This design comes from an exercise in tuning for small area on the open sky130 flow, not from production work.
Only simulation tests tie the RTL to the original design; equivalence was not proved.
The flow treats the clock pin as an ideal source, which a real chip does not have.
Power is estimated from default activity; no workload was simulated.

--- flow/config.mk ---
export PLATFORM = sky130hd
export DESIGN_NAME = Main
export DESIGN_NICKNAME = Main
export VERILOG_FILES = /design/flow/design.v
export SDC_FILE = /design/flow/constraint.sdc
export NUM_CORES = 4
export LEC_CHECK = 0
export CAP_MARGIN = 20
export CORE_MARGIN = 2
export CORE_UTILIZATION = 75
export SLEW_MARGIN = 20
--- flow/constraint.sdc ---
create_clock -name core_clock -period 10.0 [get_ports {i_Clk}]
set_input_delay 2.0000 -clock core_clock [delete_from_list [all_inputs] [get_ports {i_Clk}]]
set_output_delay 2.0000 -clock core_clock [all_outputs]
set_load 0.01 [all_outputs]
--- flow/flow/pre_cts.tcl ---
# Clock tree built by hand: the registers' clock pins, sorted by x, are
# split into CLK_LEAVES groups of equal size; each group gets its own clock
# buffer at the group's centroid, driven by the clock port. Clock tree
# synthesis then has only the port's net (CLK_LEAVES sinks) to handle.
set block [ord::get_db_block]
set db [ord::get_db]
set clk [$block findNet i_Clk]
set master [$db findMaster $::env(CLK_LEAF_BUF)]
set k $::env(CLK_LEAVES)
set sinks {}
foreach it [$clk getITerms] {
  lassign [[$it getInst] getLocation] x y
  lappend sinks [list $x $y $it]
}
set sinks [lsort -integer -index 0 $sinks]
set n [llength $sinks]
for {set g 0} {$g < $k} {incr g} {
  set lo [expr {($g * $n) / $k}]
  set hi [expr {(($g + 1) * $n) / $k - 1}]
  set buf [odb::dbInst_create $block $master clkleaf_$g]
  set net [odb::dbNet_create $block clknet_leaf_$g]
  $net setSigType CLOCK
  set sx 0
  set sy 0
  foreach s [lrange $sinks $lo $hi] {
    lassign $s x y it
    set sx [expr {$sx + $x}]
    set sy [expr {$sy + $y}]
    $it disconnect
    $it connect $net
  }
  set m [expr {$hi - $lo + 1}]
  [$buf findITerm A] connect $clk
  [$buf findITerm X] connect $net
  $buf setLocation [expr {$sx / $m}] [expr {$sy / $m}]
  $buf setPlacementStatus PLACED
  puts "pre_cts: clkleaf_$g ([$master getName]) drives $m clock pins"
}
global_connect
# Clock tree synthesis leaves the port's net as it is.
set_cts_config -skip_nets {i_Clk}
--- flow/flow/abc.script ---
&get -n
&st
&deepsyn -T 60
&dch -f
&nf -a -R 50
&put
&get -n
&st
&dch -f
&nf -a -R 50
&put
--- flow/flow/run.sh ---
#!/bin/bash
# The standard ORFS layout (standard.sh) with three changes:
#  - synthesis is the standard flow's own script, but adders are left to abc as plain
#    logic (no half/full adder cells), and abc maps the logic with
#    flow/abc.script, an area-oriented script, instead of abc_speed;
#    the register mapping (and so every register) is unchanged;
#  - port buffers use the smallest buffer cell;
#  - the clock tree is flow/pre_cts.tcl's: the clock port drives four
#    clock buffers, each driving a quarter of the registers.
set -euo pipefail
F=$PWD/flow
# synth_recipe.tcl with synth.tcl swapped for a copy that calls abc with
# flow/abc.script.
sed "s|^  log_cmd abc {\*}\$abc_args|  set abc_args [lreplace \$abc_args 1 1 $F/abc.script]\n  log_cmd abc {*}\$abc_args|" \
  "$FLOW_HOME/scripts/synth.tcl" > synth_area.tcl
grep -q "flow/abc.script" synth_area.tcl
sed "s|\$::env(SCRIPTS_DIR)/synth.tcl|$PWD/synth_area.tcl|" synth_recipe.tcl > synth_top.tcl
grep -q synth_area.tcl synth_top.tcl
bash standard.sh \
  SYNTH_SCRIPT="$PWD/synth_top.tcl" \
  ADDER_MAP_FILE= \
  BUFFER_PORTS_ARGS="-buffer_cell sky130_fd_sc_hd__buf_1" \
  PRE_CTS_TCL="$F/pre_cts.tcl" CLK_LEAVES=4 CLK_LEAF_BUF=sky130_fd_sc_hd__clkbuf_8 \
  CTS_ARGS="-repair_clock_nets -dont_use_dummy_load" \
  finish > standard.log 2>&1
--- flow/standard.sh ---
#!/bin/bash
# synth_recipe.tcl (not shown) runs the flow's synth.tcl, then flattens the netlist and writes it again
# the make line also repeats each setting of config.mk as NAME=value (left out here)
make -C /OpenROAD-flow-scripts/flow DESIGN_CONFIG=/design/flow/config.mk WORK_HOME=/design/flow/orfs CLKGATE_MAP_FILE= SYNTH_SCRIPT=/design/flow/synth_recipe.tcl "${@:-finish}"
--- flow/design.v ---
module Main(
  input  i_Clk,
  input  i_Reset,
  input  i_Switch_1,
  input  i_Switch_2,
  input  i_Switch_3,
  input  i_Switch_4,
  input  io_PMOD_1,
  output io_PMOD_2,
  output o_LED_1,
  output o_LED_2,
  output o_LED_3,
  output o_LED_4,
  output o_VGA_HSync,
  output o_VGA_VSync,
  output o_VGA_Red_0,
  output o_VGA_Red_1,
  output o_VGA_Red_2,
  output o_VGA_Grn_0,
  output o_VGA_Grn_1,
  output o_VGA_Grn_2,
  output o_VGA_Blu_0,
  output o_VGA_Blu_1,
  output o_VGA_Blu_2);
  reg [9:0] x;
  reg [9:0] y;
  wire x_end = x[9] & x[8] & x[5];             
  wire y_end = y[9] & y[3] & y[2] & y[0];      
  wire x_eq1 = ~|x[9:1];
  wire y_eq1 = ~|y[9:1];
  wire x_ge640 = x[9] & (x[8] | x[7]);
  wire x_gt640 = x[9] & (x[8] | (x[7] & |x[6:0]));
  wire y_ge480 = y[9] | &y[8:5];
  wire y_gt480 = y[9] | (&y[8:5] & |y[4:0]);
  wire [9:0] x_inc, y_inc;
  wire [10:0] x_c, y_c;
  assign x_c[0] = 1'b1;
  assign y_c[0] = x_end;
  genvar i;
  generate for (i = 0; i < 10; i = i + 1) begin : g_xy
    assign x_inc[i] = x[i] ^ x_c[i];
    assign x_c[i+1] = x[i] & x_c[i];
    assign y_inc[i] = y[i] ^ y_c[i];
    assign y_c[i+1] = y[i] & y_c[i];
  end endgenerate
  wire x_load = i_Reset | x_end;
  wire y_load = i_Reset | (x_end & y_end);
  always @(posedge i_Clk) begin
    x <= {x_inc[9:1] & {9{~x_load}}, x_inc[0] | x_load};
    y <= {y_inc[9:1] & {9{~y_load}}, y_inc[0] | y_load};
  end
  wire hr = x_end;
  wire hb = x_ge640 & ~x_end;
  wire vr = (y_eq1 & ~x_end) | (y_end & x_end);
  wire vb = (y_gt480 | (y_ge480 & x_end)) & ~(y_end & x_end);
  wire hr_d = x_eq1;
  wire hb_d = x_gt640;
  wire vr_d = y_eq1;
  wire vb_d = y_gt480;
  assign o_VGA_HSync = x < 657 || x > 752;
  assign o_VGA_VSync = y < 491 || y > 492;
  assign io_PMOD_2   = o_VGA_VSync;
  reg [5:0] paddle;
  wire paddle_on = |paddle[5:3];    
  wire paddle_video = ~io_PMOD_1 & paddle_on & x >= 32 & x <= 42;
  wire [5:0] p_inc;
  wire [6:0] p_c;
  assign p_c[0] = hr & ~io_PMOD_1 & paddle_on;
  generate for (i = 0; i < 6; i = i + 1) begin : g_p
    assign p_inc[i] = paddle[i] ^ p_c[i];
    assign p_c[i+1] = paddle[i] & p_c[i];
  end endgenerate
  wire p_load = i_Reset | vr;
  always @(posedge i_Clk)
    paddle <= {p_inc[5:4] & {2{~p_load}}, p_inc[3] | p_load,
               p_inc[2:1] & {2{~p_load}}, p_inc[0] | p_load};
  reg [9:0] bh;
  reg [1:0] speed;
  reg [8:0] bv;
  reg hdir_q, vdir_q;
  wire ball_h = bh >= 320 && bh <= 329;
  wire ball_v = bv >= 240 && bv <= 249;
  wire ball   = ball_h & ball_v;
  wire hit    = ball & paddle_video;
  reg hdir, vdir;
  always @* begin
    hdir = hdir_q;
    vdir = vdir_q;
    if (ball_v && vr_d) vdir = 1'b0;
    if (ball_v && vb_d) vdir = 1'b1;
    if (ball_h && hb_d) hdir = 1'b1;
    if (ball_h && hr_d) hdir = 1'b0;
    if (hit) hdir = 1'b0;
    if (i_Switch_1) begin hdir = 1'b1; vdir = 1'b1; end
    if (i_Switch_2) begin hdir = 1'b1; vdir = 1'b0; end
    if (i_Switch_3) begin hdir = 1'b0; vdir = 1'b1; end
    if (i_Switch_4) begin hdir = 1'b0; vdir = 1'b0; end
    if (i_Reset)    begin hdir = 1'b0; vdir = 1'b1; end
  end
  always @(posedge i_Clk) begin
    hdir_q <= hdir;
    vdir_q <= vdir;
  end
  wire move = vb & |speed;
  wire [9:0] bh_inc;
  wire [10:0] bh_c;
  assign bh_c[0] = ~hb;
  generate for (i = 0; i < 10; i = i + 1) begin : g_bh
    assign bh_inc[i] = bh[i] ^ bh_c[i];
    assign bh_c[i+1] = bh[i] & bh_c[i];
  end endgenerate
  wire bh_wrap = ~hb & bh[9] & bh[7] & bh[2];    
  wire bh_clr  = i_Reset | bh_wrap;
  always @(posedge i_Clk)
    bh <= {bh_inc[9:3] & {7{~bh_clr}},
           i_Reset | bh_wrap | bh_inc[2],
           ~i_Reset & (bh_wrap ? move & hdir : bh_inc[1]),
           ~i_Reset & (bh_wrap ? ~move : bh_inc[0])};
  always @(posedge i_Clk) begin
    if (i_Reset || (y_end && x_end))
      speed <= 3;
    else if (bh_wrap && move)
      speed <= speed - 2'd1;
  end
  wire [8:0] bv_inc;
  wire [9:0] bv_c;
  assign bv_c[0] = hr & ~vb;
  generate for (i = 0; i < 9; i = i + 1) begin : g_bv
    assign bv_inc[i] = bv[i] ^ bv_c[i];
    assign bv_c[i+1] = bv[i] & bv_c[i];
  end endgenerate
  wire bv_wrap = bv_c[0] & bv[8] & bv[7] & bv[6] & bv[5] & bv[1] & bv[0];    
  wire bv_clr  = i_Reset | bv_wrap;
  always @(posedge i_Clk)
    bv <= {bv_inc[8:3] & {6{~bv_clr}},
           i_Reset | (bv_wrap ? vdir : bv_inc[2]),
           ~i_Reset & (bv_wrap ? ~vdir : bv_inc[1]),
           ~i_Reset & (bv_wrap | bv_inc[0])};
  wire net_row = y[3] ? ~(y[2] & (y[1] | y[0])) : (y[2] & (y[1] | y[0]));
  wire net_video = net_row && x >= 317 && x <= 324;
  reg  [23:0] lfsr;
  wire tick = lfsr == 24'hb862c1;
  wire lfsr_load = i_Reset || tick;
  always @(posedge i_Clk) begin
    if (lfsr_load)
      lfsr <= 0;
    else
      lfsr <= {~lfsr[22:0], ~(lfsr[23] ^ lfsr[22] ^ lfsr[21] ^ lfsr[16])};
  end
  reg [1:0] led;
  reg [2:0] five;
  always @(posedge i_Clk) begin
    if (i_Reset) begin
      led  <= 0;
      five <= 0;
    end else if (tick) begin
      led  <= led + 2'd1;
      five <= {five[1] & five[0], five[1] ^ five[0], ~five[2] & ~five[0]};
    end
  end
  assign o_LED_4 = led == 0;
  assign o_LED_3 = led == 1;
  assign o_LED_2 = led == 2;
  assign o_LED_1 = led == 3;
  wire f0 = ~five[2] & ~five[1] & ~five[0];
  wire f1 = ~five[1] & five[0];
  wire f2 = five[1] & ~five[0];
  wire f3 = five[1] & five[0];
  wire f4 = five[2];
  wire [9:0] dig;
  assign dig[0] = ~led[0] & f0;
  assign dig[1] = led[0] & f1;
  assign dig[2] = ~led[0] & f2;
  assign dig[3] = led[0] & f3;
  assign dig[4] = ~led[0] & f4;
  assign dig[5] = led[0] & f0;
  assign dig[6] = ~led[0] & f1;
  assign dig[7] = led[0] & f2;
  assign dig[8] = ~led[0] & f3;
  assign dig[9] = led[0] & f4;
  wire [6:0] seg;
  assign seg[6] = dig[0] | dig[2] | dig[3] | dig[5] | dig[6] | dig[7] | dig[8] | dig[9];
  assign seg[5] = dig[0] | dig[1] | dig[2] | dig[3] | dig[4] | dig[7] | dig[8] | dig[9];
  assign seg[4] = dig[0] | dig[1] | dig[3] | dig[4] | dig[5] | dig[6] | dig[7] | dig[8] | dig[9];
  assign seg[3] = dig[0] | dig[2] | dig[3] | dig[5] | dig[6] | dig[8] | dig[9];
  assign seg[2] = dig[0] | dig[2] | dig[6] | dig[8];
  assign seg[1] = dig[0] | dig[4] | dig[5] | dig[6] | dig[8] | dig[9];
  assign seg[0] = dig[2] | dig[3] | dig[4] | dig[5] | dig[6] | dig[8] | dig[9];
  wire in_digit = x[9:5] == 5'b00111 || x[9:5] == 5'b01100;
  wire [6:0] row = y[9:3];    
  wire col_l = x[4:3] == 2'd0;
  wire col_r = x[4:3] == 2'd3;
  wire r_a = row == 3;
  wire r_top = row >= 3 && row <= 6;
  wire r_bot = row >= 6 && row <= 9;
  wire r_d = row == 9;
  wire r_g = row == 6;
  wire score_video = in_digit && (
       seg[6] && r_a
    || seg[5] && col_r && r_top
    || seg[4] && col_r && r_bot
    || seg[3] && r_d
    || seg[2] && col_l && r_bot
    || seg[1] && col_l && r_top
    || seg[0] && r_g);
  wire video = ~x_gt640 & ~y_gt480
    && (paddle_video || ball || net_video || score_video);
  assign o_VGA_Red_0 = video;
  assign o_VGA_Red_1 = video;
  assign o_VGA_Red_2 = video;
  assign o_VGA_Grn_0 = video;
  assign o_VGA_Grn_1 = video;
  assign o_VGA_Grn_2 = video;
  assign o_VGA_Blu_0 = video;
  assign o_VGA_Blu_1 = video;
  assign o_VGA_Blu_2 = video;
endmodule
==> flow_metrics.env, run 1 <==
export IMPL_status="no timing/DRC/antenna violations"
export IMPL_p_leak_nw=1.25
export IMPL_slew_violations=0
export IMPL_synth_cell_types=37
export IMPL_worstMarginPinSlew_ns=0.733
export IMPL_chipHeight_um=68.8
export IMPL_crit_path_max_incr_delay_ns=0.58
export IMPL_finalSetupViolations=0
export IMPL_io_buffers=22
export IMPL_crit_chain="buf_1, nor3b_1, o211ai_1, nand3_1, a31oi_1, nor3_1, buf_1"
export IMPL_crit_type="input port to output pin"
export IMPL_place_area_um2=3230
export IMPL_dp_slack_ns=4.43
export IMPL_cts_resized=0
export IMPL_grt_pass1_vias=2359
export IMPL_diodes=0
export IMPL_syn_area_per_cell_um2=8.39
export IMPL_drv_cap=0
export IMPL_worstPathRequired_ns=8.00
export IMPL_finalCritPeriodShare=0.555
export IMPL_hold_start="lfsr[15]$_SDFF_PP0_"
export IMPL_post_dp_hpwl_mm=4.36
export IMPL_drtPass1Iterations=5
export IMPL_grt_overflow_total=0
export IMPL_clk_latency_ns=0.17
export IMPL_r2r_start="x[8]$_DFF_P_"
export IMPL_end_kind="output pin"
export IMPL_min_period_ns=5.55
export IMPL_postCtsSetupBuffers=0
export IMPL_rsz0062_at_grt="no"
export IMPL_gp_congestion=0.839
export IMPL_antenna_found_initial=0
export IMPL_reg2reg_depth=9
export IMPL_synth_top_cell_area_share=0.496
export IMPL_core_um2=4030
export IMPL_grt_pass1_wl_mm=9.72
export IMPL_fin_setup_tns_ns=0
export IMPL_final_layout_size_suffix_gt1_frac=0.0127
export IMPL_worst_path_max_fanout=9
export IMPL_synthTopCellsByArea="dfxtp_1 50%, nor2_1 7.9%, a21oi_1 6.2%"
export IMPL_startpoint_type="input port"
export IMPL_die_w_um=68.8
export IMPL_syn_area_um2=3150
export IMPL_layout_commonest_cell="dfxtp_1"
export IMPL_cp_common_cell="buf_1"
export IMPL_route_detailed_drc=0
export IMPL_ios=23
export IMPL_ir_drop_v=0.000146
export IMPL_synth_nets=382
export IMPL_cts_hold_buf=0
export IMPL_num_rows=23
export IMPL_hold_viol=0
export IMPL_layout_setup_ws_ns=4.45
export IMPL_critical_path_slowest_cell="nor3_1"
export IMPL_wl_per_cell_um=13.3
export IMPL_hold_path_class="flop to flop"
export IMPL_utilization=0.816
export IMPL_min_path_cells=1
export IMPL_min_to="lfsr[16]$_SDFF_PP0_"
export IMPL_fin_skew_ns=0.0219
export IMPL_yosys_area_top_type="dfxtp_1"
export IMPL_ys_ff_latch=78
export IMPL_vias=2675
export IMPL_critPathArrivalTime_ns=3.55
export IMPL_drt_initial_drc_count=192
export IMPL_yosysWarnings=1
export IMPL_layout_nets=402
export IMPL_fmax_mhz=180
export IMPL_start_util=0.781
export IMPL_antenna_left=0
export IMPL_fp_dieArea_um2=4730
export IMPL_slew_headroom=0.507
export IMPL_post_drt_via_cell_ratio=6.04
export IMPL_rrSetupSlack_ns=7.30
export IMPL_wl_mm=5.90
export IMPL_p_per_area_nw_per_um2=140
export IMPL_synth_seq_area_share=0.496
export IMPL_r2r_end="bv[6]$_DFF_P_"
export IMPL_layout_common_cells="78 x dfxtp_1, 66 x nor2_1, 39 x a21oi_1"
export IMPL_grt_start_max_net_pins=21
export IMPL_syn_to_final_growth_pct=4.45
export IMPL_synthCells=375
export IMPL_design_area_um2=3290
export IMPL_clkTransAtPathRegs_ns=0.11
export IMPL_grt_usage=0.256
metal layers:
| layer | global-route usage | up-vias | share of wire |
|---|---|---|---|
| met4 | 0.0490 | 0 | 0.0076 |
| li1 | - | 1367 | - |
| met3 | 0.0179 | 4 | 0.044 |
| met1 | 0.330 | 1220 | 0.45 |
| met5 | 0 | - | 0 |
| met2 | 0.472 | 84 | 0.49 |
registers in the layout (all words and copies together), names as in the netlist:
| signal | cells |
|---|---|
| y | 10 |
| hdir_q | 1 |
| bh | 10 |
| five | 3 |
| led | 2 |
| lfsr | 24 |
| speed | 2 |
| vdir_q | 1 |
| x | 10 |
| bv | 9 |
| paddle | 6 |
cell usage after synthesis:
master    instances
a211oi_1          2
a21boi_0          2
a21o_1            1
a21oi_1          39
a22oi_1           1
a31o_1            1
a31oi_1           5
and2_0            8
and3_1           16
and4_1            3
and4b_1           2
buf_4             9
clkinv_1          7
dfxtp_1          78
nand2_1          17
nand2b_1          3
nand3_1          13
nand4_1           2
nand4b_1          1
nor2_1           66
nor2b_1           5
nor3_1           33
nor3b_1           2
nor4_1            6
nor4b_1           1
o211ai_1          2
o21a_1            6
o21ai_0          23
o21bai_1          2
o22ai_1           2
o31a_1            1
or2_0             3
or3_1             1
or3b_1            1
or4_1             1
xnor2_1           7
xor2_1            3
report_power, final:
group	internal [mW]	leakage (nW)	switching, mW	total (mW)
combinational	0.00952	0.582	0.0129	0.0225
clock	0.0373	0.0288	0.0720	0.109
sequential	0.321	0.638	0.00739	0.329
total	0.368	1.25	0.0923	0.460
critical path, delay by kind of cell:
| family | cells | cell delay, ns |
|---|---|---|
| AND/OR/NAND/NOR | 3 | 1.03 |
| AO/OA/AOI/OAI | 2 | 0.24 |
| buffers and inverters | 2 | 0.28 |
layout make-up:
class                           count  area (um^2)
Buffer                              4         55.1
Fill cell                         282          742
Inverter                            7         26.3
Multi-Input combinational cell    281         1490
Sequential cell                    78         1560
Tap cell                           50         62.6
Timing Repair Buffer               23         90.1
worst max path at each step:
stage | from | slack [ns] | endpoint
final | io_PMOD_1 | 4.45 | o_VGA_Grn_0
after global routing | io_PMOD_1 | 4.08 | o_VGA_Grn_0
after CTS | io_PMOD_1 | 4.43 | o_VGA_Red_2
after detailed placement | io_PMOD_1 | 4.43 | o_VGA_Red_2
after global placement | io_PMOD_1 | 4.51 | o_VGA_Blu_1
after floorplan | io_PMOD_1 | 4.54 | o_VGA_Blu_1
logic make-up after synthesis:
family / synth area share
AO/OA/AOI/OAI: 0.156
XOR/XNOR: 0.0278
buffers and inverters: 0.0298
flip-flops: 0.496
AND/OR/NAND/NOR: 0.290
per-stage QoR:
| step | hold slack [ns] | instances | total power, mW |
|---|---|---|---|
| 2_1_floorplan | 0.383 | 375 | 0.351 |
| 3_3_place_gp | 0.396 | 439 | 0.357 |
| 3_5_place_dp | 0.402 | 439 | 0.358 |
| 4_1_cts | 0.402 | 443 | 0.442 |
| 5_1_grt | 0.419 | 443 | 0.478 |
| 6_report | 0.388 | 443 | 0.460 |
==> run 2: changes to the inputs <==
--- a/flow/flow/run.sh
+++ b/flow/flow/run.sh
@@ -6,6 +6,6 @@
 #    the register mapping (and so every register) is unchanged;
 #  - port buffers use the smallest buffer cell;
-#  - the clock tree is flow/pre_cts.tcl's: the clock port drives four
-#    clock buffers, each driving a quarter of the registers.
+#  - the clock tree is flow/pre_cts.tcl's: the clock port drives three
+#    clock buffers, each driving a third of the registers.
 set -euo pipefail
 F=$PWD/flow
@@ -21,5 +21,5 @@
   ADDER_MAP_FILE= \
   BUFFER_PORTS_ARGS="-buffer_cell sky130_fd_sc_hd__buf_1" \
-  PRE_CTS_TCL="$F/pre_cts.tcl" CLK_LEAVES=4 CLK_LEAF_BUF=sky130_fd_sc_hd__clkbuf_8 \
+  PRE_CTS_TCL="$F/pre_cts.tcl" CLK_LEAVES=3 CLK_LEAF_BUF=sky130_fd_sc_hd__clkbuf_16 \
   CTS_ARGS="-repair_clock_nets -dont_use_dummy_load" \
   finish > standard.log 2>&1
--- a/flow/config.mk
+++ b/flow/config.mk
@@ -8,4 +8,4 @@
 export CAP_MARGIN = 20
 export CORE_MARGIN = 2
-export CORE_UTILIZATION = 75
+export CORE_UTILIZATION = 65
 export SLEW_MARGIN = 20
==> flow_metrics.env, run 2 <==
export IMPL_wl_per_cell_um=12.7
export IMPL_vias=2622
export IMPL_crit_path_max_incr_delay_ns=0.56
export IMPL_drv_cap=0
export IMPL_fmax_mhz=180
export IMPL_regMostFlops="lfsr"
export IMPL_slew_headroom=0.526
export IMPL_yosys_area_top_type="dfxtp_1"
export IMPL_rrSetupSlack_ns=7.38
export IMPL_grt_pass1_vias=2230
export IMPL_postCtsSetupBuffers=0
export IMPL_syn_to_final_growth_pct=5.25
export IMPL_ys_flop_type="dfxtp_1"
export IMPL_grt_overflow_total=0
export IMPL_postSynth_asyncResetShare=0
export IMPL_layout_common_cells="78 x dfxtp_1, 66 x nor2_1, 39 x a21oi_1"
export IMPL_io_buffers=22
export IMPL_die_w_um=73.6
export IMPL_fin_setup_tns_ns=0
export IMPL_ys_ff_latch=78
export IMPL_worst_path_max_fanout=9
export IMPL_synth_cell_types=37
export IMPL_synth_nets=382
export IMPL_cts_resized=0
export IMPL_startpoint_type="input port"
export IMPL_slew_violations=0
export IMPL_synthMostInstantiatedCell="dfxtp_1"
export IMPL_core_um2=4690
export IMPL_worstMarginPinSlew_ns=0.706
export IMPL_gp_congestion=0.905
export IMPL_layout_nets=401
export IMPL_grt_pass1_wl_mm=9.46
export IMPL_synthTopCellsByArea="dfxtp_1 50%, nor2_1 7.9%, a21oi_1 6.2%"
export IMPL_yosysWarnings=1
export IMPL_place_area_um2=3240
export IMPL_synthTopCellsByCount="78 x dfxtp_1, 66 x nor2_1, 39 x a21oi_1"
export IMPL_dp_slack_ns=4.44
export IMPL_synth_top_cell_area_share=0.496
export IMPL_cp_num_buf_inv=2
export IMPL_cp_common_cell="buf_1"
export IMPL_grt_usage=0.211
export IMPL_clk_latency_ns=0.16
export IMPL_num_rows=25
export IMPL_hold_viol=0
export IMPL_drt_initial_drc_count=135
export IMPL_p_leak_nw=1.26
export IMPL_ios=23
export IMPL_rsz0062_at_grt="no"
export IMPL_finalSetupViolations=0
export IMPL_min_period_ns=5.55
export IMPL_final_layout_size_suffix_gt1_frac=0.0102
export IMPL_synth_edf_count=0
export IMPL_layout_commonest_cell="dfxtp_1"
export IMPL_syn_area_per_cell_um2=8.39
export IMPL_hold_path_class="flop to flop"
export IMPL_finalCritPeriodShare=0.555
export IMPL_post_drt_via_cell_ratio=5.88
export IMPL_crit_family="simple AND/OR/NAND/NOR gates"
export IMPL_status="no timing/DRC/antenna violations"
export IMPL_design_area_um2=3310
export IMPL_crit_type="input port to output pin"
export IMPL_route_detailed_drc=0
export IMPL_grt_start_max_net_pins=27
export IMPL_synth_seq_area_share=0.496
export IMPL_start_util=0.671
export IMPL_p_total_mw=0.477
export IMPL_ir_drop_v=0.000195
export IMPL_chipHeight_um=73.6
export IMPL_post_dp_hpwl_mm=4.27
export IMPL_wl_mm=5.66
export IMPL_critPathArrivalTime_ns=3.55
export IMPL_syn_area_um2=3150
export IMPL_nFillCells=401
export IMPL_antenna_found_initial=0
export IMPL_clkTransAtPathRegs_ns=0.09
export IMPL_diodes=0
export IMPL_antenna_left=0
export IMPL_crit_chain="buf_1, nor3b_1, o211ai_1, nand3_1, a31oi_1, nor3_1, buf_1"
export IMPL_p_per_area_nw_per_um2=144
export IMPL_synthCells=375
export IMPL_end_kind="output pin"
export IMPL_fp_dieArea_um2=5410
export IMPL_worstPathRequired_ns=8.00
export IMPL_layout_setup_ws_ns=4.45
export IMPL_cts_hold_buf=0
export IMPL_drtPass1Iterations=4
export IMPL_largest_reg_flops=24
export IMPL_fin_skew_ns=0.0114
export IMPL_holdWs_ns=0.405
export IMPL_critical_path_slowest_cell="nor3_1"
==> run 2: cell counts after synthesis <==
No cell type changed its count.
==> run 2: layout make-up <==
cell class | instances | area (um^2) | area share
Sequential cell | 78 | 1560 | 0.471
Multi-Input combinational cell | 281 | 1490 | 0.450
Timing Repair Buffer | 23 | 90.1 | 0.0272
Buffer | 3 | 75.1 | 0.0227
Tap cell | 54 | 67.6 | 0.0204
Inverter | 7 | 26.3 | 0.00793
==> run 2: through the flow <==
| stage | util | cells |
|---|---|---|
| after floorplan | - | 375 |
| after global placement | 0.690 | 443 |
| after detailed placement | 0.690 | 443 |
| after CTS | 0.706 | 446 |
| after global routing | 0.706 | 446 |
| final | 0.706 | 446 |
==> run 2: final timing paths <==
kind / startpoint / endpoint / depth (start not counted)
min: lfsr[2]$_SDFF_PP0_ / lfsr[3]$_SDFF_PP0_ / 1
min reg2reg: lfsr[2]$_SDFF_PP0_ / lfsr[3]$_SDFF_PP0_ / 1
max reg2reg: x[5]$_DFF_P_ / bv[6]$_DFF_P_ / 9
max: io_PMOD_1 / o_VGA_Blu_2 / 7
==> run 2: power breakdown <==
part | leakage, nW | switching [mW] | internal (mW)
Clock | 0.0370 | 0.0714 | 0.0550
Combinational | 0.582 | 0.0127 | 0.00951
Sequential | 0.638 | 0.00748 | 0.321
==> run 2: logic make-up after synthesis <==
logic type / after synthesis / share of synthesized area
xor+xnor: 10 / 0.0278
flops: 78 / 0.496
buf+inv: 16 / 0.0298
compound gates: 87 / 0.156
simple gates: 184 / 0.290
==> run 2: layer usage <==
| layer | share of wire | track usage |
|---|---|---|
| met1 | 0.48 | 0.285 |
| met2 | 0.49 | 0.392 |
| met3 | 0.026 | 0.00960 |
| met4 | 0.0058 | 0.0121 |
| met5 | 0 | 0 |

[afterwards: timing with drivers on the ports]
In the flow no input, the clock included, has a driving cell. The finished layouts below were timed again as built, in two steps. Step 1, drivers: a clkbuf_16 drives i_Clk and a buf_2 each remaining input, both assumed. Step 2 adds t to the input delays and takes it off the output delays; t is the mean of the earliest and latest rising clock arrival at the registers after step 1. Input paths then give back, and output paths get back, about the clock's delay inside the block. a / b / c = ideal / step 1 / step 2; a / b = the first two.
| run | t, ns | setup WS [ns] | worst setup path at the end |
|---|---|---|---|
| run 1 | 0.208 | 4.453 / 4.430 / 4.430 | input to output |
| run 2 | 0.207 | 4.449 / 4.428 / 4.428 | input to output |
After both steps every run listed still meets setup and hold. For run 1, which loses most, drivers alone change the setup slack by -0.023 ns; drivers and shift together by -0.023 ns.
